Source: an optimization exercise on an open RTL-to-GDS flow (aim: small area and a short achievable clock period). Production flows keep margins and buffers that such runs may drop.
In this exercise RTL edits were held to simulation tests only and were not proved equivalent to the original.
Power figures rest on the tool's default switching activity, not on a simulated workload.

## flow/design.v (module list and top-level ports; edited modules follow where they fit)
// module rv32i_c_inv: 3 lines
// module rv32i_c_nand2: 3 lines
// module rv32i_c_nand3: 3 lines
// module rv32i_c_nand4: 3 lines
// module rv32i_c_nor2: 3 lines
// module rv32i_c_nor3: 3 lines
// module rv32i_c_nor4: 3 lines
// module rv32i_c_nor2b: 3 lines
// module rv32i_c_nand2b: 3 lines
// module rv32i_c_a21oi: 3 lines
// module rv32i_c_o21ai: 3 lines
// module rv32i_c_a22oi: 3 lines
// module rv32i_c_a222oi: 3 lines
// module rv32i_c_xor2: 3 lines
// module rv32i_c_xnor2: 3 lines
// module rv32i_c_mux2i: 3 lines
// module rv32i_c_or2: 3 lines
// module rv32i_c_o2111ai: 3 lines
// module rv32i_rdport1: 871 lines
// module rv32i_rdport2: 873 lines
// module rv32i_add_alu: 547 lines
// module rv32i_add_jalr: 401 lines
// module rv32i_add_pc: 401 lines
// module rv32i_cmp: 210 lines
// module rv32i_shift: 293 lines
// module rv32i_wmux: 267 lines
// module rv32i_dec: 454 lines
// module rv32i_branch: 17 lines
// module rv32i_npc: 111 lines
// module rv32i_cpu: 162 lines
module rv32i_cpu (
    input  wire        clk,
    input  wire        rst_n,
    input  wire        calc_start,
    input  wire [31:0] gcd_a,
    input  wire [31:0] gcd_b,
    output wire [31:0] gcd_result,
    output wire [31:0] imem_addr,
    input  wire [31:0] imem_data
);
  // ...
==> flow/flow/run.sh <==
#!/bin/bash
# Layout flow: the standard synthesis, then every combinational cell is
# set to the smallest cell of its family (the synthesis maps many small
# hierarchical blocks and sizes their outputs for a generic load), then the
# standard flow from floorplan on, whose timing repair sizes cells up again
# where the timing needs it.  Port buffers are plain buffers.
set -euo pipefail
W=$(pwd)
bash standard.sh synth > "$W/log_synth.txt" 2>&1
ODB=$W/orfs/results/$FLOW_PLATFORM/rv32i_cpu/base/1_synth.odb
OR=$(command -v openroad || echo /OpenROAD-flow-scripts/tools/install/OpenROAD/bin/openroad)
ODB=$ODB "$OR" -no_splash -exit "$W/flow/downsize.tcl" > "$W/log_downsize.txt" 2>&1
# port buffers: a plain buffer (the default pick is a slow delay cell); the
# timing repair sizes them up where needed
bash standard.sh "BUFFER_PORTS_ARGS=-buffer_cell sky130_fd_sc_hd__buf_2" finish > "$W/log_finish.txt" 2>&1
==> flow/flow/downsize.tcl <==
# Set every combinational standard cell to the smallest cell of its family
# (same function and pins, drive strength suffix _N); at equal area take the
# stronger one.  Flip-flops keep the cell synthesis gave them.
read_db $::env(ODB)
set db [ord::get_db]
set block [ord::get_db_block]
set n 0
foreach inst [$block getInsts] {
  set m [$inst getMaster]
  set name [$m getName]
  if {![regexp {^(sky130_fd_sc_hd__[a-z0-9]+)_([0-9]+)$} $name -> base sz]} { continue }
  if {[regexp {__(df|dl|sdf|edf|sedf|conb|tap|fill|decap|clk)} $base]} { continue }
  set best $m
  set bw [$m getWidth]
  foreach s {0 1 2 3 4 6 8 12 16} {
    set c [$db findMaster "${base}_$s"]
    if {$c eq "NULL"} { continue }
    set w [$c getWidth]
    if {$w < $bw || ($w == $bw && $s > [regsub {.*_} [$best getName] {}])} {
      set best $c
      set bw $w
    }
  }
  if {$best ne $m} {
    $inst swapMaster $best
    incr n
  }
}
puts "downsize: swapped $n instances"
write_db $::env(ODB)
==> flow/standard.sh <==
#!/bin/bash
# synth_recipe.tcl (not shown) runs the flow's synth.tcl, then flattens the netlist and writes it again
# the make line also repeats each setting of config.mk as NAME=value (left out here)
make -C /OpenROAD-flow-scripts/flow DESIGN_CONFIG=/design/flow/config.mk WORK_HOME=/design/flow/orfs CLKGATE_MAP_FILE= SYNTH_SCRIPT=/design/flow/synth_recipe.tcl "${@:-finish}"
==> flow/config.mk <==
export PLATFORM = sky130hd
export DESIGN_NAME = rv32i_cpu
export DESIGN_NICKNAME = rv32i_cpu
export VERILOG_FILES = /design/flow/design.v
export SDC_FILE = /design/flow/constraint.sdc
export NUM_CORES = 4
export LEC_CHECK = 0
export CAP_MARGIN = 20
export CORE_MARGIN = 2
export CORE_UTILIZATION = 30
export SETUP_SLACK_MARGIN = 5.0
export SLEW_MARGIN = 20
export SYNTH_HIERARCHICAL = 1
export TNS_END_PERCENT = 100
==> flow/constraint.sdc <==
create_clock -name core_clock -period 10.0 [get_ports {clk}]
set_input_delay 2.0000 -clock core_clock [delete_from_list [all_inputs] [get_ports {clk}]]
set_output_delay 2.0000 -clock core_clock [all_outputs]
set_load 0.01 [all_outputs]
==> results.toml, run 1 <==
[run_status]
status = "finished clean"

[clock_tree]
cts.clk_slew.worst_paths_ns = 0.07
post-cts-setup-buffers = 123
cts_tree = "built"
root_buffer = "clkbuf_16"
numClockSinks = 992

[finish]
multiInputCombCellCount = 3756
n_antenna_cell = 6
multi_input_area_share = 0.412
instances_no_fill = 8007
regMostFlops = "gen.gen_store.q"
layout_commonest_cell = "a22oi_1"
largestRegisters = "gen.gen_store.q (864), wb_d (32), x10_q (32)"
layout_common_cells = "967 x a22oi_1, 864 x edfxtp_1, 461 x nand2_1"

[power_and_ir_drop]
power_switching_mw = 3.34
sw_frac_of_total = 0.301
total_power_mw = 11.1
total_leakage_power_nw = 24.5
pwr-share-clk = 0.385

[detailed_routing]
wl_per_cell_um = 32.2
ant_nets = 0
drt_iter0_markers = 8230

[setup_path]
critPathBufInv = 7
cp_cell_sequence = "buf_4, inv_4, nand3_1, nor3_1, buf_4, a22oi_1, nand4_1, nor4_2, buf_4, nand2b_1, a21oi_1, o21ai_1, a21oi_1, o21ai_2, a21oi_2, inv_2, a22oi_2, buf_4, nand3_4, clkbuf_16, mux2i_1, o21ai_1"
r2r_end = "pc_q[13]$_DFF_PN0_"
end_kind = "flop"

[timing]
setup_violations = 0
slew_violations = 0
final.setup.worst_slack_ns = 4.22

[logic_synthesis]
yosys_warnings = 7
syn-cell-area_sq_um = 54100

[global_routing]
grtUsageMet3 = 0.0914
top_usage_layer = "met2"

[floorplanning]
die_h_um = 429

[min_path]
holdPathStages = 1
hp-class = "reg -> reg"
==> module rv32i_branch, before the edit <==
module rv32i_branch (
    input wire eq,
    input wire eq_n,
    input wire lt,
    input wire lt_n,
    input wire sel_eq,
    input wire sel_ne,
    input wire sel_lt,
    input wire sel_ge,
    input wire jal_n,
    output wire taken
);
    wire t_1, t_3;
    rv32i_c_a22oi g2 (.a1(sel_eq), .a2(eq), .b1(sel_ne), .b2(eq_n), .y(t_1));
    rv32i_c_a22oi g4 (.a1(sel_lt), .a2(lt), .b1(sel_ge), .b2(lt_n), .y(t_3));
    rv32i_c_nand3 g5 (.a(t_1), .b(t_3), .c(jal_n), .y(taken));
endmodule
==> module rv32i_npc, before the edit <==
module rv32i_npc (
    input wire [31:0] jt,
    input wire [31:0] tgt,
    input wire [31:0] alt,
    input wire jalr,
    input wire taken,
    output wire [31:0] pc
);
    wire m_1, j_3, m_6, j_8, m_11, j_13, m_16, j_18;
    wire m_21, j_23, m_26, j_28, m_31, j_33, m_36, j_38;
    wire m_41, j_43, m_46, j_48, m_51, j_53, m_56, j_58;
    wire m_61, j_63, m_66, j_68, m_71, j_73, m_76, j_78;
    wire m_81, j_83, m_86, j_88, m_91, j_93, m_96, j_98;
    wire m_101, j_103, m_106, j_108, m_111, j_113, m_116, j_118;
    wire m_121, j_123, m_126, j_128, m_131, j_133, m_136, j_138;
    wire m_141, j_143, m_146, j_148, m_151, j_153;
    assign pc[0] = 1'b0;
    rv32i_c_mux2i g2 (.a0(alt[1]), .a1(tgt[1]), .s(taken), .y(m_1));
    rv32i_c_nand2 g4 (.a(jalr), .b(jt[1]), .y(j_3));
    rv32i_c_o21ai g5 (.a1(jalr), .a2(m_1), .b1(j_3), .y(pc[1]));
    rv32i_c_mux2i g7 (.a0(alt[2]), .a1(tgt[2]), .s(taken), .y(m_6));
    rv32i_c_nand2 g9 (.a(jalr), .b(jt[2]), .y(j_8));
    rv32i_c_o21ai g10 (.a1(jalr), .a2(m_6), .b1(j_8), .y(pc[2]));
    rv32i_c_mux2i g12 (.a0(alt[3]), .a1(tgt[3]), .s(taken), .y(m_11));
    rv32i_c_nand2 g14 (.a(jalr), .b(jt[3]), .y(j_13));
    rv32i_c_o21ai g15 (.a1(jalr), .a2(m_11), .b1(j_13), .y(pc[3]));
    rv32i_c_mux2i g17 (.a0(alt[4]), .a1(tgt[4]), .s(taken), .y(m_16));
    rv32i_c_nand2 g19 (.a(jalr), .b(jt[4]), .y(j_18));
    rv32i_c_o21ai g20 (.a1(jalr), .a2(m_16), .b1(j_18), .y(pc[4]));
    rv32i_c_mux2i g22 (.a0(alt[5]), .a1(tgt[5]), .s(taken), .y(m_21));
    rv32i_c_nand2 g24 (.a(jalr), .b(jt[5]), .y(j_23));
    rv32i_c_o21ai g25 (.a1(jalr), .a2(m_21), .b1(j_23), .y(pc[5]));
    rv32i_c_mux2i g27 (.a0(alt[6]), .a1(tgt[6]), .s(taken), .y(m_26));
    rv32i_c_nand2 g29 (.a(jalr), .b(jt[6]), .y(j_28));
    rv32i_c_o21ai g30 (.a1(jalr), .a2(m_26), .b1(j_28), .y(pc[6]));
    rv32i_c_mux2i g32 (.a0(alt[7]), .a1(tgt[7]), .s(taken), .y(m_31));
    rv32i_c_nand2 g34 (.a(jalr), .b(jt[7]), .y(j_33));
    rv32i_c_o21ai g35 (.a1(jalr), .a2(m_31), .b1(j_33), .y(pc[7]));
    rv32i_c_mux2i g37 (.a0(alt[8]), .a1(tgt[8]), .s(taken), .y(m_36));
    rv32i_c_nand2 g39 (.a(jalr), .b(jt[8]), .y(j_38));
    rv32i_c_o21ai g40 (.a1(jalr), .a2(m_36), .b1(j_38), .y(pc[8]));
    rv32i_c_mux2i g42 (.a0(alt[9]), .a1(tgt[9]), .s(taken), .y(m_41));
    rv32i_c_nand2 g44 (.a(jalr), .b(jt[9]), .y(j_43));
    rv32i_c_o21ai g45 (.a1(jalr), .a2(m_41), .b1(j_43), .y(pc[9]));
    rv32i_c_mux2i g47 (.a0(alt[10]), .a1(tgt[10]), .s(taken), .y(m_46));
    rv32i_c_nand2 g49 (.a(jalr), .b(jt[10]), .y(j_48));
    rv32i_c_o21ai g50 (.a1(jalr), .a2(m_46), .b1(j_48), .y(pc[10]));
    rv32i_c_mux2i g52 (.a0(alt[11]), .a1(tgt[11]), .s(taken), .y(m_51));
    rv32i_c_nand2 g54 (.a(jalr), .b(jt[11]), .y(j_53));
    rv32i_c_o21ai g55 (.a1(jalr), .a2(m_51), .b1(j_53), .y(pc[11]));
    rv32i_c_mux2i g57 (.a0(alt[12]), .a1(tgt[12]), .s(taken), .y(m_56));
    rv32i_c_nand2 g59 (.a(jalr), .b(jt[12]), .y(j_58));
    rv32i_c_o21ai g60 (.a1(jalr), .a2(m_56), .b1(j_58), .y(pc[12]));
    rv32i_c_mux2i g62 (.a0(alt[13]), .a1(tgt[13]), .s(taken), .y(m_61));
    rv32i_c_nand2 g64 (.a(jalr), .b(jt[13]), .y(j_63));
    rv32i_c_o21ai g65 (.a1(jalr), .a2(m_61), .b1(j_63), .y(pc[13]));
    rv32i_c_mux2i g67 (.a0(alt[14]), .a1(tgt[14]), .s(taken), .y(m_66));
    rv32i_c_nand2 g69 (.a(jalr), .b(jt[14]), .y(j_68));
    rv32i_c_o21ai g70 (.a1(jalr), .a2(m_66), .b1(j_68), .y(pc[14]));
    rv32i_c_mux2i g72 (.a0(alt[15]), .a1(tgt[15]), .s(taken), .y(m_71));
    rv32i_c_nand2 g74 (.a(jalr), .b(jt[15]), .y(j_73));
    rv32i_c_o21ai g75 (.a1(jalr), .a2(m_71), .b1(j_73), .y(pc[15]));
    rv32i_c_mux2i g77 (.a0(alt[16]), .a1(tgt[16]), .s(taken), .y(m_76));
    rv32i_c_nand2 g79 (.a(jalr), .b(jt[16]), .y(j_78));
    rv32i_c_o21ai g80 (.a1(jalr), .a2(m_76), .b1(j_78), .y(pc[16]));
    rv32i_c_mux2i g82 (.a0(alt[17]), .a1(tgt[17]), .s(taken), .y(m_81));
    rv32i_c_nand2 g84 (.a(jalr), .b(jt[17]), .y(j_83));
    rv32i_c_o21ai g85 (.a1(jalr), .a2(m_81), .b1(j_83), .y(pc[17]));
    rv32i_c_mux2i g87 (.a0(alt[18]), .a1(tgt[18]), .s(taken), .y(m_86));
    rv32i_c_nand2 g89 (.a(jalr), .b(jt[18]), .y(j_88));
    rv32i_c_o21ai g90 (.a1(jalr), .a2(m_86), .b1(j_88), .y(pc[18]));
    rv32i_c_mux2i g92 (.a0(alt[19]), .a1(tgt[19]), .s(taken), .y(m_91));
    rv32i_c_nand2 g94 (.a(jalr), .b(jt[19]), .y(j_93));
    rv32i_c_o21ai g95 (.a1(jalr), .a2(m_91), .b1(j_93), .y(pc[19]));
    rv32i_c_mux2i g97 (.a0(alt[20]), .a1(tgt[20]), .s(taken), .y(m_96));
    rv32i_c_nand2 g99 (.a(jalr), .b(jt[20]), .y(j_98));
    rv32i_c_o21ai g100 (.a1(jalr), .a2(m_96), .b1(j_98), .y(pc[20]));
    rv32i_c_mux2i g102 (.a0(alt[21]), .a1(tgt[21]), .s(taken), .y(m_101));
    rv32i_c_nand2 g104 (.a(jalr), .b(jt[21]), .y(j_103));
    rv32i_c_o21ai g105 (.a1(jalr), .a2(m_101), .b1(j_103), .y(pc[21]));
    rv32i_c_mux2i g107 (.a0(alt[22]), .a1(tgt[22]), .s(taken), .y(m_106));
    rv32i_c_nand2 g109 (.a(jalr), .b(jt[22]), .y(j_108));
    rv32i_c_o21ai g110 (.a1(jalr), .a2(m_106), .b1(j_108), .y(pc[22]));
    rv32i_c_mux2i g112 (.a0(alt[23]), .a1(tgt[23]), .s(taken), .y(m_111));
    rv32i_c_nand2 g114 (.a(jalr), .b(jt[23]), .y(j_113));
    rv32i_c_o21ai g115 (.a1(jalr), .a2(m_111), .b1(j_113), .y(pc[23]));
    rv32i_c_mux2i g117 (.a0(alt[24]), .a1(tgt[24]), .s(taken), .y(m_116));
    rv32i_c_nand2 g119 (.a(jalr), .b(jt[24]), .y(j_118));
    rv32i_c_o21ai g120 (.a1(jalr), .a2(m_116), .b1(j_118), .y(pc[24]));
    rv32i_c_mux2i g122 (.a0(alt[25]), .a1(tgt[25]), .s(taken), .y(m_121));
    rv32i_c_nand2 g124 (.a(jalr), .b(jt[25]), .y(j_123));
    rv32i_c_o21ai g125 (.a1(jalr), .a2(m_121), .b1(j_123), .y(pc[25]));
    rv32i_c_mux2i g127 (.a0(alt[26]), .a1(tgt[26]), .s(taken), .y(m_126));
    rv32i_c_nand2 g129 (.a(jalr), .b(jt[26]), .y(j_128));
    rv32i_c_o21ai g130 (.a1(jalr), .a2(m_126), .b1(j_128), .y(pc[26]));
    rv32i_c_mux2i g132 (.a0(alt[27]), .a1(tgt[27]), .s(taken), .y(m_131));
    rv32i_c_nand2 g134 (.a(jalr), .b(jt[27]), .y(j_133));
    rv32i_c_o21ai g135 (.a1(jalr), .a2(m_131), .b1(j_133), .y(pc[27]));
    rv32i_c_mux2i g137 (.a0(alt[28]), .a1(tgt[28]), .s(taken), .y(m_136));
    rv32i_c_nand2 g139 (.a(jalr), .b(jt[28]), .y(j_138));
    rv32i_c_o21ai g140 (.a1(jalr), .a2(m_136), .b1(j_138), .y(pc[28]));
    rv32i_c_mux2i g142 (.a0(alt[29]), .a1(tgt[29]), .s(taken), .y(m_141));
    rv32i_c_nand2 g144 (.a(jalr), .b(jt[29]), .y(j_143));
    rv32i_c_o21ai g145 (.a1(jalr), .a2(m_141), .b1(j_143), .y(pc[29]));
    rv32i_c_mux2i g147 (.a0(alt[30]), .a1(tgt[30]), .s(taken), .y(m_146));
    rv32i_c_nand2 g149 (.a(jalr), .b(jt[30]), .y(j_148));
    rv32i_c_o21ai g150 (.a1(jalr), .a2(m_146), .b1(j_148), .y(pc[30]));
    rv32i_c_mux2i g152 (.a0(alt[31]), .a1(tgt[31]), .s(taken), .y(m_151));
    rv32i_c_nand2 g154 (.a(jalr), .b(jt[31]), .y(j_153));
    rv32i_c_o21ai g155 (.a1(jalr), .a2(m_151), .b1(j_153), .y(pc[31]));
endmodule
==> module rv32i_cpu, before the edit <==
module rv32i_cpu (
    input  wire        clk,
    input  wire        rst_n,
    input  wire        calc_start,
    input  wire [31:0] gcd_a,
    input  wire [31:0] gcd_b,
    output wire [31:0] gcd_result,
    output wire [31:0] imem_addr,
    input  wire [31:0] imem_data
);
    wire [31:0] instr = imem_data;
    wire [6:0]  opcode = instr[6:0];
    wire [4:0]  rd     = instr[11:7];
    wire [2:0]  f3     = instr[14:12];
    wire [4:0]  rs1    = instr[19:15];
    wire [4:0]  rs2    = instr[24:20];
    wire        f7sub  = (instr[31:25] == 7'b0100000);
    wire is_op   = (opcode == 7'b0110011);
    wire is_opi  = (opcode == 7'b0010011);
    wire is_load = (opcode == 7'b0000011);
    wire is_br   = (opcode == 7'b1100011);
    wire is_jal  = (opcode == 7'b1101111);
    wire is_jalr = (opcode == 7'b1100111);
    wire is_alu  = is_op | is_opi;
    wire [3:0] use_imm4;     
    wire reg_we  = is_alu | is_load | is_jal | is_jalr;
    wire [31:0] imm_i = {{20{instr[31]}}, instr[31:20]};
    wire [31:0] imm_b = {{20{instr[31]}}, instr[7], instr[30:25], instr[11:8], 1'b0};
    wire [31:0] imm_j = {{12{instr[31]}}, instr[19:12], instr[20], instr[30:21], 1'b0};
    reg  [31:1] pc_q;
    wire [31:0] pc = {pc_q, 1'b0};
    wire [31:0] next_pc;
    always @(posedge clk or negedge rst_n) begin
        if (!rst_n)
            pc_q <= 31'b0;
        else
            pc_q <= next_pc[31:1];
    end
    assign imem_addr = pc;
    localparam [31:0] BUFFERED = 32'h4FFF_FBFE;
    wire [31:0] wdata;
    wire [31:0] x10_d;
    wire        we10 = reg_we && (rd == 5'd10);
    reg [31:0] x10_q;
    always @(posedge clk or negedge rst_n) begin
        if (!rst_n)
            x10_q <= 32'b0;
        else
            x10_q <= x10_d;      
    end
    assign gcd_result = x10_q;
    reg         wb_v;
    reg  [4:0]  wb_rd;
    reg  [31:0] wb_d;
    always @(posedge clk or negedge rst_n) begin
        if (!rst_n)
            wb_v <= 1'b0;
        else
            wb_v <= reg_we && BUFFERED[rd];
    end
    always @(posedge clk) begin
        wb_rd <= rd;
        wb_d  <= wdata;
    end
    wire [31:0] csel = wb_v ? (32'b1 << wb_rd) : 32'b0;
    wire [31:0] rf [0:31];
    wire [31:0] valid;
    assign rf[10]    = x10_q;
    assign valid[10] = 1'b1;
    genvar g;
    generate
        for (g = 0; g < 32; g = g + 1) begin : gen_reg
            if (BUFFERED[g]) begin : gen_store
                reg [31:0] q;
                reg        v;
                always @(posedge clk) begin
                    if (csel[g])
                        q <= wb_d;
                end
                always @(posedge clk or negedge rst_n) begin
                    if (!rst_n)
                        v <= 1'b0;
                    else if (csel[g])
                        v <= 1'b1;
                end
                assign rf[g]    = q;
                assign valid[g] = v;
            end else if (g != 10) begin : gen_none
                assign rf[g]    = 32'b0;
                assign valid[g] = 1'b0;
            end
        end
    endgenerate
    wire [31:0] rmask = valid & ~csel;
    wire [27:0]      rmask_s;
    wire [111:0]     sel1, sel2;
    wire [28*32-1:0] dvec;
    genvar r;
    generate
        for (r = 0; r < 28; r = r + 1) begin : gen_sel
            localparam integer X = (r < 27) ? r + 1 : 30;
            assign rmask_s[r] = rmask[X];
            assign dvec[r*32 +: 32] = rf[X];
        end
    endgenerate
    wire [3:0] sel1_a, sel1_b, sel1_c, sel1_w, sel2_a, sel2_b, sel2_c, sel2_w;
    rv32i_dec u_dec (
        .rs1(rs1), .rs2(rs2), .rmask(rmask_s), .op(opcode), .use_imm(use_imm4), .wb_v(wb_v), .wb_rd(wb_rd),
        .sel1(sel1), .sel1_a(sel1_a), .sel1_b(sel1_b), .sel1_c(sel1_c), .sel1_w(sel1_w),
        .sel2(sel2), .sel2_a(sel2_a), .sel2_b(sel2_b), .sel2_c(sel2_c), .sel2_w(sel2_w)
    );
    wire [31:0] r1_n, r1z_n;     
    wire [31:0] b_n, bz_n;       
    rv32i_rdport1 u_rp1 (
        .sel(sel1), .sel_a(sel1_a), .sel_b(sel1_b), .sel_c(sel1_c), .sel_w(sel1_w),
        .d(dvec), .gcd_a(gcd_a), .gcd_b(gcd_b), .calc_start(calc_start), .wb_d(wb_d),
        .y_n(r1_n), .z_n(r1z_n)
    );
    rv32i_rdport2 u_rp2 (
        .sel(sel2), .sel_a(sel2_a), .sel_b(sel2_b), .sel_c(sel2_c), .sel_w(sel2_w),
        .d(dvec), .gcd_a(gcd_a), .gcd_b(gcd_b), .calc_start(calc_start), .wb_d(wb_d),
        .sel_i(use_imm4), .imm(imm_i),
        .y_n(b_n), .z_n(bz_n)
    );
    wire sub = (is_alu & (f3 == 3'b000) & f7sub) | is_jal;
    wire [31:0] sum, lg, lp, lx;     
    rv32i_add_alu u_add (.a_n(r1_n), .b_n(b_n), .cin(sub), .s(sum), .g(lg), .p(lp), .x(lx));
    wire eq, eq_n, lt_br, lt_br_n;
    rv32i_cmp u_cmp (.a_n(r1_n), .b_n(b_n), .eq(eq), .eq_n(eq_n), .lt(lt_br), .lt_n(lt_br_n));
    wire shl  = (f3 == 3'b001);
    wire arith = (f3 == 3'b101) & f7sub;     
    wire [31:0] sr, sl;
    rv32i_shift u_sh (.a_n(r1z_n), .sh_n(bz_n[4:0]), .rev(shl), .arith(arith), .arith_n(~arith),
                      .sr(sr), .sl(sl));
    wire en_s  = ~is_alu | (f3 == 3'b000) | (f3 == 3'b011);
    wire en_sl = is_alu & (f3 == 3'b001);
    wire en_lt = is_alu & (f3 == 3'b010);
    wire en_x  = is_alu & (f3 == 3'b100);
    wire en_sr = is_alu & (f3 == 3'b101);
    wire en_p  = is_alu & (f3 == 3'b110);
    wire en_g  = is_alu & (f3 == 3'b111);
    rv32i_wmux u_wm (
        .s(sum), .sr(sr), .sl(sl), .x(lx), .p(lp), .g(lg), .q10(x10_q),
        .en_s(en_s), .en_sr(en_sr), .en_sl(en_sl), .en_x(en_x), .en_p(en_p), .en_g(en_g),
        .slt(en_lt & lt_br), .we10(we10), .we10_n(~we10),
        .wd(wdata), .d10(x10_d)
    );
    wire taken;      
    rv32i_branch u_br (
        .eq(eq), .eq_n(eq_n), .lt(lt_br), .lt_n(lt_br_n),
        .sel_eq(is_br & (f3 == 3'b000)), .sel_ne(is_br & (f3 == 3'b001)),
        .sel_lt(is_br & (f3 == 3'b100)), .sel_ge(is_br & (f3 == 3'b101)),
        .jal_n(~is_jal), .taken(taken)
    );
    wire [31:0] pc4   = pc + 32'd4;
    wire [31:0] tgt;
    rv32i_add_pc u_tadd (.a(pc), .b(is_jal ? imm_j : imm_b), .s(tgt));
    wire [31:0] jtgt;
    rv32i_add_jalr u_jadd (.a_n(r1z_n), .b(imm_i), .s(jtgt));
    rv32i_npc u_npc (.jt(jtgt), .tgt(tgt), .alt(pc4), .jalr(is_jalr),
                     .taken(taken), .pc(next_pc));
endmodule
==> inputs of run 2 (changes only) <==
--- a/flow/design.v
+++ b/flow/design.v
@@ -4380,10 +4380,19 @@
     input wire sel_ge,
     input wire jal_n,
-    output wire taken
+    output wire [3:0] taken
 );
-    wire t_1, t_3;
+    wire t_1, t_3, t_6, t_8, t_11, t_13, t_16, t_18;
     rv32i_c_a22oi g2 (.a1(sel_eq), .a2(eq), .b1(sel_ne), .b2(eq_n), .y(t_1));
     rv32i_c_a22oi g4 (.a1(sel_lt), .a2(lt), .b1(sel_ge), .b2(lt_n), .y(t_3));
-    rv32i_c_nand3 g5 (.a(t_1), .b(t_3), .c(jal_n), .y(taken));
+    rv32i_c_nand3 g5 (.a(t_1), .b(t_3), .c(jal_n), .y(taken[0]));
+    rv32i_c_a22oi g7 (.a1(sel_eq), .a2(eq), .b1(sel_ne), .b2(eq_n), .y(t_6));
+    rv32i_c_a22oi g9 (.a1(sel_lt), .a2(lt), .b1(sel_ge), .b2(lt_n), .y(t_8));
+    rv32i_c_nand3 g10 (.a(t_6), .b(t_8), .c(jal_n), .y(taken[1]));
+    rv32i_c_a22oi g12 (.a1(sel_eq), .a2(eq), .b1(sel_ne), .b2(eq_n), .y(t_11));
+    rv32i_c_a22oi g14 (.a1(sel_lt), .a2(lt), .b1(sel_ge), .b2(lt_n), .y(t_13));
+    rv32i_c_nand3 g15 (.a(t_11), .b(t_13), .c(jal_n), .y(taken[2]));
+    rv32i_c_a22oi g17 (.a1(sel_eq), .a2(eq), .b1(sel_ne), .b2(eq_n), .y(t_16));
+    rv32i_c_a22oi g19 (.a1(sel_lt), .a2(lt), .b1(sel_ge), .b2(lt_n), .y(t_18));
+    rv32i_c_nand3 g20 (.a(t_16), .b(t_18), .c(jal_n), .y(taken[3]));
 endmodule
 module rv32i_npc (
@@ -4392,5 +4401,5 @@
     input wire [31:0] alt,
     input wire jalr,
-    input wire taken,
+    input wire [3:0] taken,
     output wire [31:0] pc
 );
@@ -4404,95 +4413,95 @@
     wire m_141, j_143, m_146, j_148, m_151, j_153;
     assign pc[0] = 1'b0;
-    rv32i_c_mux2i g2 (.a0(alt[1]), .a1(tgt[1]), .s(taken), .y(m_1));
+    rv32i_c_mux2i g2 (.a0(alt[1]), .a1(tgt[1]), .s(taken[0]), .y(m_1));
     rv32i_c_nand2 g4 (.a(jalr), .b(jt[1]), .y(j_3));
     rv32i_c_o21ai g5 (.a1(jalr), .a2(m_1), .b1(j_3), .y(pc[1]));
-    rv32i_c_mux2i g7 (.a0(alt[2]), .a1(tgt[2]), .s(taken), .y(m_6));
+    rv32i_c_mux2i g7 (.a0(alt[2]), .a1(tgt[2]), .s(taken[0]), .y(m_6));
     rv32i_c_nand2 g9 (.a(jalr), .b(jt[2]), .y(j_8));
     rv32i_c_o21ai g10 (.a1(jalr), .a2(m_6), .b1(j_8), .y(pc[2]));
-    rv32i_c_mux2i g12 (.a0(alt[3]), .a1(tgt[3]), .s(taken), .y(m_11));
+    rv32i_c_mux2i g12 (.a0(alt[3]), .a1(tgt[3]), .s(taken[0]), .y(m_11));
     rv32i_c_nand2 g14 (.a(jalr), .b(jt[3]), .y(j_13));
     rv32i_c_o21ai g15 (.a1(jalr), .a2(m_11), .b1(j_13), .y(pc[3]));
-    rv32i_c_mux2i g17 (.a0(alt[4]), .a1(tgt[4]), .s(taken), .y(m_16));
+    rv32i_c_mux2i g17 (.a0(alt[4]), .a1(tgt[4]), .s(taken[0]), .y(m_16));
     rv32i_c_nand2 g19 (.a(jalr), .b(jt[4]), .y(j_18));
     rv32i_c_o21ai g20 (.a1(jalr), .a2(m_16), .b1(j_18), .y(pc[4]));
-    rv32i_c_mux2i g22 (.a0(alt[5]), .a1(tgt[5]), .s(taken), .y(m_21));
+    rv32i_c_mux2i g22 (.a0(alt[5]), .a1(tgt[5]), .s(taken[0]), .y(m_21));
     rv32i_c_nand2 g24 (.a(jalr), .b(jt[5]), .y(j_23));
     rv32i_c_o21ai g25 (.a1(jalr), .a2(m_21), .b1(j_23), .y(pc[5]));
-    rv32i_c_mux2i g27 (.a0(alt[6]), .a1(tgt[6]), .s(taken), .y(m_26));
+    rv32i_c_mux2i g27 (.a0(alt[6]), .a1(tgt[6]), .s(taken[0]), .y(m_26));
     rv32i_c_nand2 g29 (.a(jalr), .b(jt[6]), .y(j_28));
     rv32i_c_o21ai g30 (.a1(jalr), .a2(m_26), .b1(j_28), .y(pc[6]));
-    rv32i_c_mux2i g32 (.a0(alt[7]), .a1(tgt[7]), .s(taken), .y(m_31));
+    rv32i_c_mux2i g32 (.a0(alt[7]), .a1(tgt[7]), .s(taken[0]), .y(m_31));
     rv32i_c_nand2 g34 (.a(jalr), .b(jt[7]), .y(j_33));
     rv32i_c_o21ai g35 (.a1(jalr), .a2(m_31), .b1(j_33), .y(pc[7]));
-    rv32i_c_mux2i g37 (.a0(alt[8]), .a1(tgt[8]), .s(taken), .y(m_36));
+    rv32i_c_mux2i g37 (.a0(alt[8]), .a1(tgt[8]), .s(taken[1]), .y(m_36));
     rv32i_c_nand2 g39 (.a(jalr), .b(jt[8]), .y(j_38));
     rv32i_c_o21ai g40 (.a1(jalr), .a2(m_36), .b1(j_38), .y(pc[8]));
-    rv32i_c_mux2i g42 (.a0(alt[9]), .a1(tgt[9]), .s(taken), .y(m_41));
+    rv32i_c_mux2i g42 (.a0(alt[9]), .a1(tgt[9]), .s(taken[1]), .y(m_41));
     rv32i_c_nand2 g44 (.a(jalr), .b(jt[9]), .y(j_43));
     rv32i_c_o21ai g45 (.a1(jalr), .a2(m_41), .b1(j_43), .y(pc[9]));
-    rv32i_c_mux2i g47 (.a0(alt[10]), .a1(tgt[10]), .s(taken), .y(m_46));
+    rv32i_c_mux2i g47 (.a0(alt[10]), .a1(tgt[10]), .s(taken[1]), .y(m_46));
     rv32i_c_nand2 g49 (.a(jalr), .b(jt[10]), .y(j_48));
     rv32i_c_o21ai g50 (.a1(jalr), .a2(m_46), .b1(j_48), .y(pc[10]));
-    rv32i_c_mux2i g52 (.a0(alt[11]), .a1(tgt[11]), .s(taken), .y(m_51));
+    rv32i_c_mux2i g52 (.a0(alt[11]), .a1(tgt[11]), .s(taken[1]), .y(m_51));
     rv32i_c_nand2 g54 (.a(jalr), .b(jt[11]), .y(j_53));
     rv32i_c_o21ai g55 (.a1(jalr), .a2(m_51), .b1(j_53), .y(pc[11]));
-    rv32i_c_mux2i g57 (.a0(alt[12]), .a1(tgt[12]), .s(taken), .y(m_56));
+    rv32i_c_mux2i g57 (.a0(alt[12]), .a1(tgt[12]), .s(taken[1]), .y(m_56));
     rv32i_c_nand2 g59 (.a(jalr), .b(jt[12]), .y(j_58));
     rv32i_c_o21ai g60 (.a1(jalr), .a2(m_56), .b1(j_58), .y(pc[12]));
-    rv32i_c_mux2i g62 (.a0(alt[13]), .a1(tgt[13]), .s(taken), .y(m_61));
+    rv32i_c_mux2i g62 (.a0(alt[13]), .a1(tgt[13]), .s(taken[1]), .y(m_61));
     rv32i_c_nand2 g64 (.a(jalr), .b(jt[13]), .y(j_63));
     rv32i_c_o21ai g65 (.a1(jalr), .a2(m_61), .b1(j_63), .y(pc[13]));
-    rv32i_c_mux2i g67 (.a0(alt[14]), .a1(tgt[14]), .s(taken), .y(m_66));
+    rv32i_c_mux2i g67 (.a0(alt[14]), .a1(tgt[14]), .s(taken[1]), .y(m_66));
     rv32i_c_nand2 g69 (.a(jalr), .b(jt[14]), .y(j_68));
     rv32i_c_o21ai g70 (.a1(jalr), .a2(m_66), .b1(j_68), .y(pc[14]));
-    rv32i_c_mux2i g72 (.a0(alt[15]), .a1(tgt[15]), .s(taken), .y(m_71));
+    rv32i_c_mux2i g72 (.a0(alt[15]), .a1(tgt[15]), .s(taken[1]), .y(m_71));
     rv32i_c_nand2 g74 (.a(jalr), .b(jt[15]), .y(j_73));
     rv32i_c_o21ai g75 (.a1(jalr), .a2(m_71), .b1(j_73), .y(pc[15]));
-    rv32i_c_mux2i g77 (.a0(alt[16]), .a1(tgt[16]), .s(taken), .y(m_76));
+    rv32i_c_mux2i g77 (.a0(alt[16]), .a1(tgt[16]), .s(taken[2]), .y(m_76));
     rv32i_c_nand2 g79 (.a(jalr), .b(jt[16]), .y(j_78));
     rv32i_c_o21ai g80 (.a1(jalr), .a2(m_76), .b1(j_78), .y(pc[16]));
-    rv32i_c_mux2i g82 (.a0(alt[17]), .a1(tgt[17]), .s(taken), .y(m_81));
+    rv32i_c_mux2i g82 (.a0(alt[17]), .a1(tgt[17]), .s(taken[2]), .y(m_81));
     rv32i_c_nand2 g84 (.a(jalr), .b(jt[17]), .y(j_83));
     rv32i_c_o21ai g85 (.a1(jalr), .a2(m_81), .b1(j_83), .y(pc[17]));
-    rv32i_c_mux2i g87 (.a0(alt[18]), .a1(tgt[18]), .s(taken), .y(m_86));
+    rv32i_c_mux2i g87 (.a0(alt[18]), .a1(tgt[18]), .s(taken[2]), .y(m_86));
     rv32i_c_nand2 g89 (.a(jalr), .b(jt[18]), .y(j_88));
     rv32i_c_o21ai g90 (.a1(jalr), .a2(m_86), .b1(j_88), .y(pc[18]));
-    rv32i_c_mux2i g92 (.a0(alt[19]), .a1(tgt[19]), .s(taken), .y(m_91));
+    rv32i_c_mux2i g92 (.a0(alt[19]), .a1(tgt[19]), .s(taken[2]), .y(m_91));
     rv32i_c_nand2 g94 (.a(jalr), .b(jt[19]), .y(j_93));
     rv32i_c_o21ai g95 (.a1(jalr), .a2(m_91), .b1(j_93), .y(pc[19]));
-    rv32i_c_mux2i g97 (.a0(alt[20]), .a1(tgt[20]), .s(taken), .y(m_96));
+    rv32i_c_mux2i g97 (.a0(alt[20]), .a1(tgt[20]), .s(taken[2]), .y(m_96));
     rv32i_c_nand2 g99 (.a(jalr), .b(jt[20]), .y(j_98));
     rv32i_c_o21ai g100 (.a1(jalr), .a2(m_96), .b1(j_98), .y(pc[20]));
-    rv32i_c_mux2i g102 (.a0(alt[21]), .a1(tgt[21]), .s(taken), .y(m_101));
+    rv32i_c_mux2i g102 (.a0(alt[21]), .a1(tgt[21]), .s(taken[2]), .y(m_101));
     rv32i_c_nand2 g104 (.a(jalr), .b(jt[21]), .y(j_103));
     rv32i_c_o21ai g105 (.a1(jalr), .a2(m_101), .b1(j_103), .y(pc[21]));
-    rv32i_c_mux2i g107 (.a0(alt[22]), .a1(tgt[22]), .s(taken), .y(m_106));
+    rv32i_c_mux2i g107 (.a0(alt[22]), .a1(tgt[22]), .s(taken[2]), .y(m_106));
     rv32i_c_nand2 g109 (.a(jalr), .b(jt[22]), .y(j_108));
     rv32i_c_o21ai g110 (.a1(jalr), .a2(m_106), .b1(j_108), .y(pc[22]));
-    rv32i_c_mux2i g112 (.a0(alt[23]), .a1(tgt[23]), .s(taken), .y(m_111));
+    rv32i_c_mux2i g112 (.a0(alt[23]), .a1(tgt[23]), .s(taken[2]), .y(m_111));
     rv32i_c_nand2 g114 (.a(jalr), .b(jt[23]), .y(j_113));
     rv32i_c_o21ai g115 (.a1(jalr), .a2(m_111), .b1(j_113), .y(pc[23]));
-    rv32i_c_mux2i g117 (.a0(alt[24]), .a1(tgt[24]), .s(taken), .y(m_116));
+    rv32i_c_mux2i g117 (.a0(alt[24]), .a1(tgt[24]), .s(taken[3]), .y(m_116));
     rv32i_c_nand2 g119 (.a(jalr), .b(jt[24]), .y(j_118));
     rv32i_c_o21ai g120 (.a1(jalr), .a2(m_116), .b1(j_118), .y(pc[24]));
-    rv32i_c_mux2i g122 (.a0(alt[25]), .a1(tgt[25]), .s(taken), .y(m_121));
+    rv32i_c_mux2i g122 (.a0(alt[25]), .a1(tgt[25]), .s(taken[3]), .y(m_121));
     rv32i_c_nand2 g124 (.a(jalr), .b(jt[25]), .y(j_123));
     rv32i_c_o21ai g125 (.a1(jalr), .a2(m_121), .b1(j_123), .y(pc[25]));
-    rv32i_c_mux2i g127 (.a0(alt[26]), .a1(tgt[26]), .s(taken), .y(m_126));
+    rv32i_c_mux2i g127 (.a0(alt[26]), .a1(tgt[26]), .s(taken[3]), .y(m_126));
     rv32i_c_nand2 g129 (.a(jalr), .b(jt[26]), .y(j_128));
     rv32i_c_o21ai g130 (.a1(jalr), .a2(m_126), .b1(j_128), .y(pc[26]));
-    rv32i_c_mux2i g132 (.a0(alt[27]), .a1(tgt[27]), .s(taken), .y(m_131));
+    rv32i_c_mux2i g132 (.a0(alt[27]), .a1(tgt[27]), .s(taken[3]), .y(m_131));
     rv32i_c_nand2 g134 (.a(jalr), .b(jt[27]), .y(j_133));
     rv32i_c_o21ai g135 (.a1(jalr), .a2(m_131), .b1(j_133), .y(pc[27]));
-    rv32i_c_mux2i g137 (.a0(alt[28]), .a1(tgt[28]), .s(taken), .y(m_136));
+    rv32i_c_mux2i g137 (.a0(alt[28]), .a1(tgt[28]), .s(taken[3]), .y(m_136));
     rv32i_c_nand2 g139 (.a(jalr), .b(jt[28]), .y(j_138));
     rv32i_c_o21ai g140 (.a1(jalr), .a2(m_136), .b1(j_138), .y(pc[28]));
-    rv32i_c_mux2i g142 (.a0(alt[29]), .a1(tgt[29]), .s(taken), .y(m_141));
+    rv32i_c_mux2i g142 (.a0(alt[29]), .a1(tgt[29]), .s(taken[3]), .y(m_141));
     rv32i_c_nand2 g144 (.a(jalr), .b(jt[29]), .y(j_143));
     rv32i_c_o21ai g145 (.a1(jalr), .a2(m_141), .b1(j_143), .y(pc[29]));
-    rv32i_c_mux2i g147 (.a0(alt[30]), .a1(tgt[30]), .s(taken), .y(m_146));
+    rv32i_c_mux2i g147 (.a0(alt[30]), .a1(tgt[30]), .s(taken[3]), .y(m_146));
     rv32i_c_nand2 g149 (.a(jalr), .b(jt[30]), .y(j_148));
     rv32i_c_o21ai g150 (.a1(jalr), .a2(m_146), .b1(j_148), .y(pc[30]));
-    rv32i_c_mux2i g152 (.a0(alt[31]), .a1(tgt[31]), .s(taken), .y(m_151));
+    rv32i_c_mux2i g152 (.a0(alt[31]), .a1(tgt[31]), .s(taken[3]), .y(m_151));
     rv32i_c_nand2 g154 (.a(jalr), .b(jt[31]), .y(j_153));
     rv32i_c_o21ai g155 (.a1(jalr), .a2(m_151), .b1(j_153), .y(pc[31]));
@@ -4645,5 +4654,5 @@
         .wd(wdata), .d10(x10_d)
     );
-    wire taken;      
+    wire [3:0] taken;    
     rv32i_branch u_br (
         .eq(eq), .eq_n(eq_n), .lt(lt_br), .lt_n(lt_br_n),
--- a/flow/config.mk
+++ b/flow/config.mk
@@ -9,6 +9,7 @@
 export CORE_MARGIN = 2
 export CORE_UTILIZATION = 30
-export SETUP_SLACK_MARGIN = 5.0
+export PLACE_DENSITY = 0.75
+export SETUP_SLACK_MARGIN = 4.5
 export SLEW_MARGIN = 20
 export SYNTH_HIERARCHICAL = 1
-export TNS_END_PERCENT = 100
+export TNS_END_PERCENT = 10
==> results.toml, run 2 <==
[timing]
finalHoldWorstSlack_ns = 0.459
period_share = 0.600
fmax_mhz = 167
fin_crit_ns = 6.00
relSlewSlack = 0.240
setup_violations = 0
hold_viol = 0
rsz0062_at_grt = "yes"
fin_setup_tns_ns = 0
slew_violations = 0
worst_pin_slew_ns = 1.14
clock_skew_ns = 0.0497

[job]
cap_violations = 0

[detailed_routing]
wirelength_um = 259000
ant_nets = 0
dr.pass1.iters = 13
vias = 51385
drt_iter0_markers = 8695
wl_per_cell_um = 32.7
drc = 0
viasPerCell = 6.49

[placed_design]
gp_congestion = 1.03
place_hpwl_um = 179000
io_buffers = 161

[finish]
largestRegisters = "gen.gen_store.q (864), wb_d (32), x10_q (32)"
syn2layout_area_growth_pct = 22.9
layout_common_cells = "1002 x a22oi_1, 864 x edfxtp_1, 477 x nand2_1"
regMostFlops = "gen.gen_store.q"
nets = 5574
drive_gt1_frac = 0.222
largest_reg_flops = 864
fill_cells = 17350
layout_commonest_cell = "a22oi_1"

[setup_path]
critPathLaunchType = "primary input"
r2r-start = "wb_rd[1]$_DFF_P_"
cp_slowest_stage_delay_ns = 0.61
cp_slowest_cell = "nor4_4"
critPathRequiredTime_ns = 10.63
path_max_fanout = 13
cp_cell_sequence = "buf_4, inv_2, nand2_2, nor3_1, buf_4, a22oi_1, nand4_1, nor4_4, xnor2_1, nand2_1, nor4_4, buf_4, nand2_2, or2_4, a22oi_2, nand3_4, mux2i_1, o21ai_1"
cp_common_cell = "buf_4"
crit_family = "simple AND/OR/NAND/NOR gates"
critPathBufInv = 4
path_class = "in -> reg"
setup.worst_path.start = "imem_data[20]"
worstPathArrival_ns = 6.64
end_kind = "flop"

[floorplanning]
core_sq_um = 179000
ioPinCount = 163
die_h_um = 429
die_w_um = 429
std_cell_rows = 155
fp.dieArea_sq_um = 184000
initial_core_util = 0.303

[min_path]
min_from = "gen_reg[7].gen_store.v$_DFFE_PN0P_"
hp-class = "reg -> reg"

[clock_tree]
cts_tree = "built"
cts_max_level = 3
cts.clk_slew.worst_paths_ns = 0.06
cts_max_path_buffers = 3
ctsHoldBuffers = 0
clock_latency_ns = 0.78
numCtsBuffers = 101
numClockSinks = 992
root_buffer = "clkbuf_16"

[run_status]
status = "finished clean"

[power_and_ir_drop]
seqPwrFrac = 0.456
pwr-share-clk = 0.369
p_int_mw = 7.47
p_per_area_nw_per_um2 = 161
total_leakage_power_nw = 23.1
power_switching_mw = 3.22
peakVddDrop_uv = 140
sw_frac_of_total = 0.301
p_comb_frac = 0.175

[logic_synthesis]
syn_avg_cell_area_sq_um = 10.5
syn-cell-area_sq_um = 54100
yosys_warnings = 7
synthCells = 5137

[global_routing]
antenna_found_initial = 6
grt.total_usage = 0.268
grt_overflow_total = 0
grt_max_degree = 63
grt_pass1_vias = 48719
grt_pass1_wl_um = 358000
## run 2: cell types whose count changed in the layout (fill, tap and decap cells not counted), sizes merged
cell      before   now
bufbuf         1     0
diode          6     4
clkinvlp       9    11
bufinv        15    11
nand3         88    90
clkinv        42    33
buf          575   500
clkbuf       133   128
a22oi       1026  1032
## run 2: worst paths after layout
kind,cells after the start,slack (ns),to
min,1,0.46,gen_reg[7].gen_store.v$_DFFE_PN0P_
max,18,4.00,pc_q[29]$_DFF_PN0_
max reg2reg,21,4.11,x10_q[26]$_DFF_PN0_
min reg2reg,1,0.46,gen_reg[7].gen_store.v$_DFFE_PN0P_
max in group asynchronous,2,7.30,x10_q[17]$_DFF_PN0_
min in group asynchronous,1,1.31,pc_q[1]$_DFF_PN0_
## run 2: layout make-up
type                       count  area, sq um  share of cell area
tap                         2355         2950              0.0443
inverter                     114          465             0.00699
clock inverter                64          722              0.0108
antenna                        4         10.0            0.000150
sequential                   992        29000               0.435
multi-input combinational   3764        27100               0.407
timing repair buffer         501         3680              0.0553
clock buffer                 127         2700              0.0405
## run 2: power groups by stage
stage	combinational [mW]	sequential, mW	clock [mW]
after floorplan	0.975	4.93	0
after global placement	1.65	4.95	0
after detailed placement	1.66	4.95	0
after CTS	1.78	4.87	3.97
after global routing	1.97	4.89	4.13
final	1.87	4.88	3.95
## run 2: what timing repair did
action / 4_1_cts / 5_1_grt
gates resized for setup: 469 / 49
pin swaps: 69 / 34
setup endpoints to repair: 95 / 95
setup buffers: 61 / 22
cloned: 2 / 1
## run 2: worst register-to-register path, cell delays in order, from the launching register on
cell	delay (ns)
dfxtp_1	0.51
or3_1	0.56
nor2_4	0.15
buf_8	0.44
nor2b_1	0.17
inv_4	0.33
nor3_4	0.12
a22oi_1	0.38
nand4_1	0.27
nor4_4	0.43
buf_4	0.22
buf_6	0.23
mux2i_1	0.39
mux2i_1	0.16
mux2i_1	0.17
mux2i_1	0.13
mux2i_1	0.26
inv_2	0.06
a22oi_1	0.29
nand3_1	0.25
nand2_1	0.16
nand2_1	0.07
## run 2: metrics by stage
stage / setup slack [ns] / utilization / instances / cell area, sq um / power [mW]
after floorplan: 4.14 / - / 5139 / 54300 / 5.91
after global placement: 0.658 / 0.332 / 7636 / 59400 / 6.59
after detailed placement: 1.13 / 0.333 / 7640 / 59500 / 6.61
after CTS: 4.34 / 0.370 / 7894 / 66100 / 10.6
after global routing: 4.05 / 0.372 / 7919 / 66600 / 11.0
final: 4.00 / 0.372 / 7921 / 66600 / 10.7
## run 2: metal layers
layer  share of wire  global-route usage
met4           0.079               0.174
met1            0.36               0.324
met2            0.42               0.400
met5          0.0020              0.0101
met3            0.14              0.0981
==> inputs of run 3 (changes only) <==
--- a/flow/config.mk
+++ b/flow/config.mk
@@ -9,5 +9,4 @@
 export CORE_MARGIN = 2
 export CORE_UTILIZATION = 30
-export PLACE_DENSITY = 0.75
 export SETUP_SLACK_MARGIN = 4.5
 export SLEW_MARGIN = 20
==> results.toml, run 3 <==
[run_status]
status = "finished clean"

[placed_design]
place_hpwl_um = 182000
io_buffers = 161
placedInstanceArea_sq_um = 59600
gp_congestion = 1.04

[global_routing]
grt.total_usage = 0.271
grt_overflow_total = 0
grt_pass1_vias = 48141
grt_max_degree = 63
grt_pass1_wl_um = 360000
antenna_found_initial = 5

[setup_path]
end_kind = "flop"
cp_slowest_stage_delay_ns = 0.44
cp_slowest_cell = "nor4_2"
worstPathArrival_ns = 6.49
cp_common_cell = "mux2i_1"
critPathBufInv = 5
critPathLaunchType = "primary input"
worstSetupPathDepth = 20
crit_family = "simple AND/OR/NAND/NOR gates"
reg2reg_depth = 20
path_max_fanout = 8
cp_cell_sequence = "buf_2, inv_2, nand2_2, nor3_2, buf_4, a22oi_1, nand4_1, nor4_2, buf_4, mux2i_1, mux2i_1, mux2i_1, mux2i_1, mux2i_1, mux2i_1, inv_2, a22oi_2, nand3_2, nand2_1, nand2_1"
path_class = "in -> reg"
critPathRequiredTime_ns = 10.63

[clock_tree]
numCtsBuffers = 105
root_buffer = "clkbuf_16"
numClockSinks = 992
cts.clk_slew.worst_paths_ns = 0.06
cts_tree = "built"
clock_latency_ns = 0.78
cts_max_path_buffers = 3
cts_max_level = 3

[detailed_routing]
drt_iter0_markers = 8042
wirelength_um = 260000
viasPerCell = 6.35
wl_per_cell_um = 32.3
ant_nets = 0
drc = 0
dr.pass1.iters = 10
vias = 51123

[floorplanning]
ioPinCount = 163
std_cell_rows = 155
die_w_um = 429
core_sq_um = 179000
fp.dieArea_sq_um = 184000
die_h_um = 429
initial_core_util = 0.303

[timing]
fin_crit_ns = 5.86
fin_setup_tns_ns = 0
relSlewSlack = 0.235
worst_pin_slew_ns = 1.15
finalHoldWorstSlack_ns = 0.456
fmax_mhz = 171
hold_viol = 0
period_share = 0.586
clock_skew_ns = 0.0584
slew_violations = 0
rsz0062_at_grt = "yes"
setup_violations = 0

[finish]
fill_cells = 17173
syn2layout_area_growth_pct = 27.6
nets = 5704
fin_util = 0.386
drive_gt1_frac = 0.256
layout_commonest_cell = "a22oi_1"
regMostFlops = "gen.gen_store.q"
fin_area_sq_um = 69100
largestRegisters = "gen.gen_store.q (864), wb_d (32), x10_q (32)"
layout_common_cells = "955 x a22oi_1, 864 x edfxtp_1, 469 x nand2_1"
largest_reg_flops = 864

[power_and_ir_drop]
total_power_mw = 10.9
peakVddDrop_uv = 140
total_leakage_power_nw = 24.5
p_per_area_nw_per_um2 = 158

[logic_synthesis]
syn-cell-area_sq_um = 54100
syn_avg_cell_area_sq_um = 10.5
yosys_warnings = 7
synthCells = 5137

[min_path]
hp-class = "reg -> reg"
holdPathStages = 1

[job]
cap_violations = 0
-- run 3: cell type report --
cell class	count	area, sq um	area share
Tap cell	2355	2950	0.0426
Clock inverter	67	761	0.0110
Antenna cell	5	12.5	0.000181
Timing Repair Buffer	629	5000	0.0724
Multi-Input combinational cell	3762	28100	0.406
Clock buffer	132	2840	0.0412
Sequential cell	992	29000	0.419
Inverter	114	479	0.00693
-- run 3: worst paths after layout --
check | from | end | slack, ns
setup / recovery | imem_data[15] | x10_q[10]$_DFF_PN0_ | 4.14
hold / removal | gen_reg[18].gen_store.v$_DFFE_PN0P_ | gen_reg[18].gen_store.v$_DFFE_PN0P_ | 0.46
setup reg to reg | wb_rd[1]$_DFF_P_ | x10_q[10]$_DFF_PN0_ | 4.23
hold reg to reg | gen_reg[18].gen_store.v$_DFFE_PN0P_ | gen_reg[18].gen_store.v$_DFFE_PN0P_ | 0.46
max in group asynchronous | rst_n | x10_q[18]$_DFF_PN0_ | 7.52
min in group asynchronous | rst_n | x10_q[2]$_DFF_PN0_ | 1.25
-- run 3: what timing repair did --
action	4_1_cts	5_1_grt
cloned	2	3
pin swaps	134	91
gates resized for setup	579	169
buffers inserted	144	50
hold buffers	0	0
setup endpoints to repair	95	95
-- run 3: routing by layer --
layer / global-route usage / up-vias / part of all wire
met5: 0 / - / 0.000050
met4: 0.172 / 2 / 0.074
met3: 0.0879 / 859 / 0.13
met2: 0.404 / 3848 / 0.43
met1: 0.337 / 25203 / 0.37
li1: - / 21211 / -
-- run 3: through the flow --
step           setup slack [ns]  std cells
5_1_grt                    4.18       8051
4_1_cts                    4.45       7998
3_3_place_gp               1.20       7646
6_report                   4.14       8056
3_5_place_dp               1.68       7653
2_1_floorplan              4.14       5139
-- run 3: power by group --
group / internal (mW) / switching, mW
clock: 2.36 / 1.75
combinational: 0.647 / 1.35
sequential: 4.65 / 0.172
total: 7.66 / 3.28
==> inputs of run 4 (changes only) <==
--- a/flow/config.mk
+++ b/flow/config.mk
@@ -12,3 +12,3 @@
 export SLEW_MARGIN = 20
 export SYNTH_HIERARCHICAL = 1
-export TNS_END_PERCENT = 10
+export TNS_END_PERCENT = 100
==> results.toml, run 4 <==
[run_status]
status = "finished clean"

[job]
cap_violations = 0

[setup_path]
path_class = "in -> reg"
critPathLaunchType = "primary input"
end_kind = "flop"
r2r_end = "pc_q[8]$_DFF_PN0_"
worstPathArrival_ns = 6.41
r2r_slack_ns = 4.29
path_max_fanout = 15
critPathRequiredTime_ns = 10.55
r2r-start = "wb_v$_DFF_PN0_"
reg2reg_depth = 23

[detailed_routing]
vias = 51230
ant_nets = 0
wl_per_cell_um = 32.7
wirelength_um = 262000
drt_iter0_markers = 8911
dr.pass1.iters = 14
viasPerCell = 6.39
drc = 0

[min_path]
hold_path_end = "gen_reg[24].gen_store.v$_DFFE_PN0P_"
min_from = "gen_reg[24].gen_store.v$_DFFE_PN0P_"
holdPathStages = 1
hp-class = "reg -> reg"

[power_and_ir_drop]
sw_frac_of_total = 0.303
pwr-share-clk = 0.375
seqPwrFrac = 0.443
p_per_area_nw_per_um2 = 158
p_int_mw = 7.63
total_leakage_power_nw = 24.3
peakVddDrop_uv = 123
power_switching_mw = 3.32
p_comb_frac = 0.182

[finish]
regMostFlops = "gen.gen_store.q"
syn2layout_area_growth_pct = 27.8
fin_area_sq_um = 69200
layout_common_cells = "989 x a22oi_1, 864 x edfxtp_1, 455 x nand2_1"
layout_commonest_cell = "a22oi_1"
largest_reg_flops = 864
nets = 5667
drive_gt1_frac = 0.262
largestRegisters = "gen.gen_store.q (864), wb_d (32), x10_q (32)"

[timing]
relSlewSlack = 0.226
setup_violations = 0
hold_viol = 0
clock_skew_ns = 0.0926
slew_violations = 0
worst_pin_slew_ns = 1.16
fin_crit_ns = 5.85
fin_setup_tns_ns = 0
fmax_mhz = 171
period_share = 0.585
rsz0062_at_grt = "yes"

[placed_design]
placedInstanceArea_sq_um = 59600
io_buffers = 161
gp_congestion = 1.05
place_hpwl_um = 182000

[floorplanning]
std_cell_rows = 155
initial_core_util = 0.303
die_w_um = 429
core_sq_um = 179000
ioPinCount = 163
die_h_um = 429
fp.dieArea_sq_um = 184000

[global_routing]
antenna_found_initial = 4
grt_overflow_total = 0
grt.total_usage = 0.271
grt_pass1_vias = 48239
grt_pass1_wl_um = 360000
grt_max_degree = 69

[clock_tree]
numCtsBuffers = 107
numClockSinks = 992
cts_max_level = 3
cts_max_path_buffers = 3
cts_tree = "built"
clock_latency_ns = 0.78
root_buffer = "clkbuf_16"
cts.clk_slew.worst_paths_ns = 0.06

[logic_synthesis]
syn-cell-area_sq_um = 54100
synthCells = 5137
syn_avg_cell_area_sq_um = 10.5
yosys_warnings = 7
-- run 4: cell types whose count changed in the layout (fill, tap and decap cells not counted), sizes merged --
cell | previous run | this run
nor2 | 268 | 269
clkinvlp | 12 | 9
bufinv | 13 | 11
clkinv | 37 | 58
clkbuf | 135 | 134
diode | 5 | 3
inv | 119 | 110
buf | 624 | 581
nand3 | 88 | 90
bufbuf | 2 | 0
-- run 4: worst max-delay path by stage --
| stage | end | depth (start not counted) | slack [ns] | start |
|---|---|---|---|---|
| CTS | pc_q[26]$_DFF_PN0_ | 20 | 4.45 | imem_data[3] |
| global placement | pc_q[7]$_DFF_PN0_ | 17 | 1.34 | imem_data[3] |
| floorplan | x10_q[31]$_DFF_PN0_ | 16 | 4.14 | imem_data[28] |
| global route | pc_q[25]$_DFF_PN0_ | 19 | 4.14 | imem_data[24] |
| detailed placement | pc_q[3]$_DFF_PN0_ | 20 | 1.79 | imem_data[3] |
| finish | pc_q[8]$_DFF_PN0_ | 21 | 4.15 | imem_data[2] |
-- run 4: routing by layer --
metal / part of all wire / vias to the layer above / global-route usage / wire [um]
met4: 0.075 / 10 / 0.165 / 19700
met1: 0.37 / 25046 / 0.345 / 96800
met2: 0.42 / 4161 / 0.397 / 110000
met3: 0.14 / 891 / 0.0860 / 35600
li1: - / 21122 / - / -
met5: 0.00045 / - / 0.00885 / 117
-- run 4: power groups by stage --
stage	clock [mW]	combinational (mW)	sequential, mW
floorplan	0	0.977	4.93
global placement	0	1.71	4.92
detailed placement	0	1.72	4.93
CTS	4.14	1.87	4.84
global route	4.31	2.09	4.86
finish	4.11	2.00	4.85
-- run 4: per-stage QoR --
stage / cells / power, mW / hold WS (ns) / setup slack, ns / util
finish: 8018 / 11.0 / 0.460 / 4.15 / 0.387
global route: 8015 / 11.3 / 0.473 / 4.14 / 0.387
CTS: 7952 / 10.9 / 0.459 / 4.45 / 0.377
global placement: 7623 / 6.64 / 0.440 / 1.34 / 0.332
detailed placement: 7629 / 6.64 / 0.444 / 1.79 / 0.334
floorplan: 5139 / 5.91 / 0.425 / 4.14 / -
-- run 4: critical path, cell delays in order --
cell       delay [ns]
buf_2            0.14
inv_6            0.12
nand3_4          0.08
buf_12           0.17
o2111ai_4        0.46
nor3_1           0.13
buf_4            0.21
a22oi_1          0.22
nand4_1          0.33
nor4_4           0.47
nand2b_1         0.16
nand2_1          0.08
nor2_2           0.20
nand2_2          0.13
o21ai_4          0.32
a21oi_1          0.10
buf_4            0.20
a22oi_2          0.23
nand3_4          0.20
mux2i_2          0.26
o21ai_1          0.10
-- run 4: final cells by class --
cell class              count  area, sq um
diodes                      3         7.51
clock inverters            74          776
fillers                 17205       110000
well taps                2355         2950
multi-input cells        3765        28400
repair buffers            587         4640
clock buffers             128         2860
flip-flops and latches    992        29000
inverters                 114          533
-- run 4: timing repair --
action,CTS,global route
pin swaps,123,43
hold buffers,0,0
cloned,3,5
gates resized for setup,541,247
endpoints found under the setup margin,95,95
setup buffers,118,58
endpoints found under the hold margin,0,0
==> inputs of run 5 (changes only) <==
==> flow/flow/downsize.tcl (replaced) <==
# Set every combinational standard cell to the smallest cell of its family
# (same function and pins, drive strength suffix _N); at equal area take the
# stronger one.  Flip-flops keep the cell synthesis gave them.
# The read-select decoder (nets u_dec.*) drives the whole register file: its
# predecode gates get drive 4 and its final gates drive 2.
read_db $::env(ODB)
set db [ord::get_db]
set block [ord::get_db_block]
set n 0
proc out_net {inst} {
  foreach it [$inst getITerms] {
    if {[$it isOutputSignal] && [$it getNet] ne "NULL"} { return [[$it getNet] getName] }
  }
  return ""
}
foreach inst [$block getInsts] {
  set m [$inst getMaster]
  set name [$m getName]
  if {![regexp {^(sky130_fd_sc_hd__[a-z0-9]+)_([0-9]+)$} $name -> base sz]} { continue }
  if {[regexp {__(df|dl|sdf|edf|sedf|conb|tap|fill|decap|clk)} $base]} { continue }
  set want 0
  if {[string match "u_dec.*" [out_net $inst]]} {
    if {[regexp {__(nor2|nor3)$} $base]} { set want 2 } else { set want 4 }
  }
  set best ""
  set bw 0
  foreach s {0 1 2 3 4 6 8 12 16} {
    if {$s < $want} { continue }
    set c [$db findMaster "${base}_$s"]
    if {$c eq "NULL"} { continue }
    set w [$c getWidth]
    if {$best eq "" || $w < $bw || ($w == $bw && $s > [regsub {.*_} [$best getName] {}])} {
      set best $c
      set bw $w
    }
  }
  if {$best ne "" && $best ne $m} {
    $inst swapMaster $best
    incr n
  }
}
puts "downsize: swapped $n instances"
write_db $::env(ODB)
--- a/flow/config.mk
+++ b/flow/config.mk
@@ -9,6 +9,7 @@
 export CORE_MARGIN = 2
 export CORE_UTILIZATION = 30
+export PLACE_DENSITY = 0.75
 export SETUP_SLACK_MARGIN = 4.5
 export SLEW_MARGIN = 20
 export SYNTH_HIERARCHICAL = 1
-export TNS_END_PERCENT = 100
+export TNS_END_PERCENT = 10
==> results.toml, run 5 <==
[job]
cap_violations = 0

[global_routing]
use_met2 = 0.389
grt_pass1_wl_um = 362000
antenna_found_initial = 7
grt_overflow_total = 0
grtUsageMet3 = 0.0888
met1_usage = 0.319
grt.total_usage = 0.262
grt_pass1_vias = 48929
grt_max_degree = 73
top_usage_layer = "met2"

[setup_path]
cp_slowest_cell = "nor3_4"
cp_cell_sequence = "buf_2, inv_4, nand3_4, nor3_4, a22oi_1, nand4_1, nor4_2, buf_4, mux2i_1, mux2i_4, mux2i_1, mux2i_1, buf_4, mux2i_1, mux2i_1, inv_2, a22oi_2, nand3_1, nand2_1, nand2_1"
critPathRequiredTime_ns = 10.68
path_max_fanout = 16
cp_slowest_stage_delay_ns = 0.61
r2r_end = "x10_q[16]$_DFF_PN0_"
worstPathArrival_ns = 6.51
critPathBufInv = 5
reg2reg_depth = 23
cp_common_cell = "mux2i_1"
critPathLaunchType = "primary input"
path_class = "in -> reg"
r2r-start = "wb_v$_DFF_PN0_"
crit_end = "x10_q[9]$_DFF_PN0_"
r2r_slack_ns = 4.33
setup.worst_path.start = "imem_data[17]"
end_kind = "flop"
worstSetupPathDepth = 20
crit_family = "simple AND/OR/NAND/NOR gates"

[detailed_routing]
wl_per_cell_um = 32.0
drt_iter0_markers = 9195
ant_nets = 0
viasPerCell = 6.34
wirelength_um = 261000
vias = 51843
dr.pass1.iters = 9
drc = 0

[finish]
layout_commonest_cell = "a22oi_1"
largest_reg_flops = 864
fin_area_sq_um = 69900
nets = 5700
regMostFlops = "gen.gen_store.q"
layout_common_cells = "993 x a22oi_1, 864 x edfxtp_1, 462 x nand2_1"
syn2layout_area_growth_pct = 25.5
fill_cells = 17794
largestRegisters = "gen.gen_store.q (864), wb_d (32), x10_q (32)"
instances_no_fill = 8171
drive_gt1_frac = 0.259

[timing]
worst_pin_slew_ns = 1.16
fmax_mhz = 172
rsz0062_at_grt = "yes"
clock_skew_ns = 0.0629
fin_crit_ns = 5.83
slew_violations = 0
period_share = 0.583
fin_setup_tns_ns = 0
relSlewSlack = 0.223
finalHoldWorstSlack_ns = 0.457
hold_viol = 0
setup_violations = 0

[floorplanning]
ioPinCount = 163
die_h_um = 435
initial_core_util = 0.301
die_w_um = 435
std_cell_rows = 158
fp.dieArea_sq_um = 189000
core_sq_um = 185000

[min_path]
hp-class = "reg -> reg"

[clock_tree]
numClockSinks = 992
cts_tree = "built"
ctsHoldBuffers = 0
cts.clk_slew.worst_paths_ns = 0.06
root_buffer = "clkbuf_16"
numCtsBuffers = 103
cts_max_level = 3
clock_latency_ns = 0.76
cts_max_path_buffers = 3

[placed_design]
io_buffers = 161
place_hpwl_um = 180000
dp.cells = 7774
gp_congestion = 1.03
placedInstanceArea_sq_um = 61300

[logic_synthesis]
syn-cell-area_sq_um = 55700
syn_avg_cell_area_sq_um = 10.8
yosys_warnings = 7
synthCells = 5137

[run_status]
status = "finished clean"

[power_and_ir_drop]
total_leakage_power_nw = 24.6
p_per_area_nw_per_um2 = 157
peakVddDrop_uv = 148
-- run 5: changes by cell type in the layout (fill, tap and decap cells not counted), moves of 16 or more --
cell     previous run  this run
nand3_2            27         5
a21oi_1           162       178
nand3_4             9        44
inv_4              10        33
nor2_2             36        15
inv_2              92        72
nor2_1            202       225
nand2_2            31        13
buf_4             380       400
-- run 5: cell type report --
type | instances | area, sq um | share of cell area
multi-input cells | 3764 | 28700 | 0.410
clock buffers | 123 | 2740 | 0.0391
repair buffers | 625 | 4980 | 0.0712
diodes | 2 | 5.00 | 0.0000716
well taps | 2480 | 3100 | 0.0444
clock inverters | 71 | 878 | 0.0126
flip-flops and latches | 992 | 29000 | 0.414
inverters | 114 | 596 | 0.00852
-- run 5: report_power, final --
group,switching (mW),internal [mW]
Sequential,0.208,4.65
Clock,1.75,2.39
Combinational,1.34,0.662
Total,3.30,7.70
-- run 5: layer usage --
layer / vias up / routed length (um)
met4: 6 / 22400
met2: 4161 / 111000
met1: 25405 / 92800
met3: 1042 / 34800
li1: 21229 / -
met5: - / 156
-- run 5: repair_timing --
action / 4_1_cts / 5_1_grt
setup endpoints to repair: 95 / 95
cloned: 3 / 3
endpoints found under the hold margin: 0 / 0
pin swaps: 112 / 149
setup buffers: 109 / 86
gates resized for setup: 405 / 198
-- run 5: worst min path at each step --
stage / start / to / depth (start not counted)
floorplan: gen_reg[12].gen_store.v$_DFFE_PN0P_ / gen_reg[12].gen_store.v$_DFFE_PN0P_ / 1
global placement: gen_reg[25].gen_store.v$_DFFE_PN0P_ / gen_reg[25].gen_store.v$_DFFE_PN0P_ / 1
detailed placement: gen_reg[17].gen_store.v$_DFFE_PN0P_ / gen_reg[17].gen_store.v$_DFFE_PN0P_ / 1
CTS: gen_reg[17].gen_store.v$_DFFE_PN0P_ / gen_reg[17].gen_store.v$_DFFE_PN0P_ / 1
global route: gen_reg[17].gen_store.v$_DFFE_PN0P_ / gen_reg[17].gen_store.v$_DFFE_PN0P_ / 1
finish: gen_reg[19].gen_store.v$_DFFE_PN0P_ / gen_reg[19].gen_store.v$_DFFE_PN0P_ / 1
-- run 5: through the flow --
step | power [mW] | setup slack (ns) | utilization
after floorplan | 5.96 | 4.00 | -
after global placement | 6.67 | 1.52 | 0.330
after detailed placement | 6.69 | 1.70 | 0.331
after CTS | 10.9 | 4.44 | 0.368
after global routing | 11.3 | 4.22 | 0.378
final | 11.0 | 4.17 | 0.378

-- static timing again, ports no longer ideal --
How much do the figures lean on ideal ports? The routed layouts below were timed once more, with nothing changed but the port constraints. Step 1, drivers: a clkbuf_16 drives clk and a buf_2 each remaining input, both assumed. Step 2 also shifts input and output timing later by t, the mid clock arrival at the registers, as if the neighbouring blocks saw the same clock. a / b / c = ideal / step 1 / step 2; a / b = the first two.
run | shift t [ns] | setup WS [ns] | latest minus earliest clock arrival (ns) | worst data-port slew with drivers (ns)
run 1 | 0.855 | 4.223 / 4.217 / 3.362 | 0.049 / 0.049 | 0.23
run 2 | 0.845 | 3.996 / 4.002 / 3.157 | 0.050 / 0.049 | 0.14
run 3 | 0.841 | 4.142 / 4.181 / 3.340 | 0.058 / 0.059 | 0.07
run 4 | 0.818 | 4.146 / 4.201 / 3.383 | 0.092 / 0.093 | 0.08
run 5 | 0.810 | 4.174 / 4.235 / 3.424 | 0.063 / 0.063 | 0.07
After both steps setup and hold are still met in every run listed. The setup slack of run 1, which loses most, moves by -0.006 ns with the drivers and by -0.861 ns with both steps.
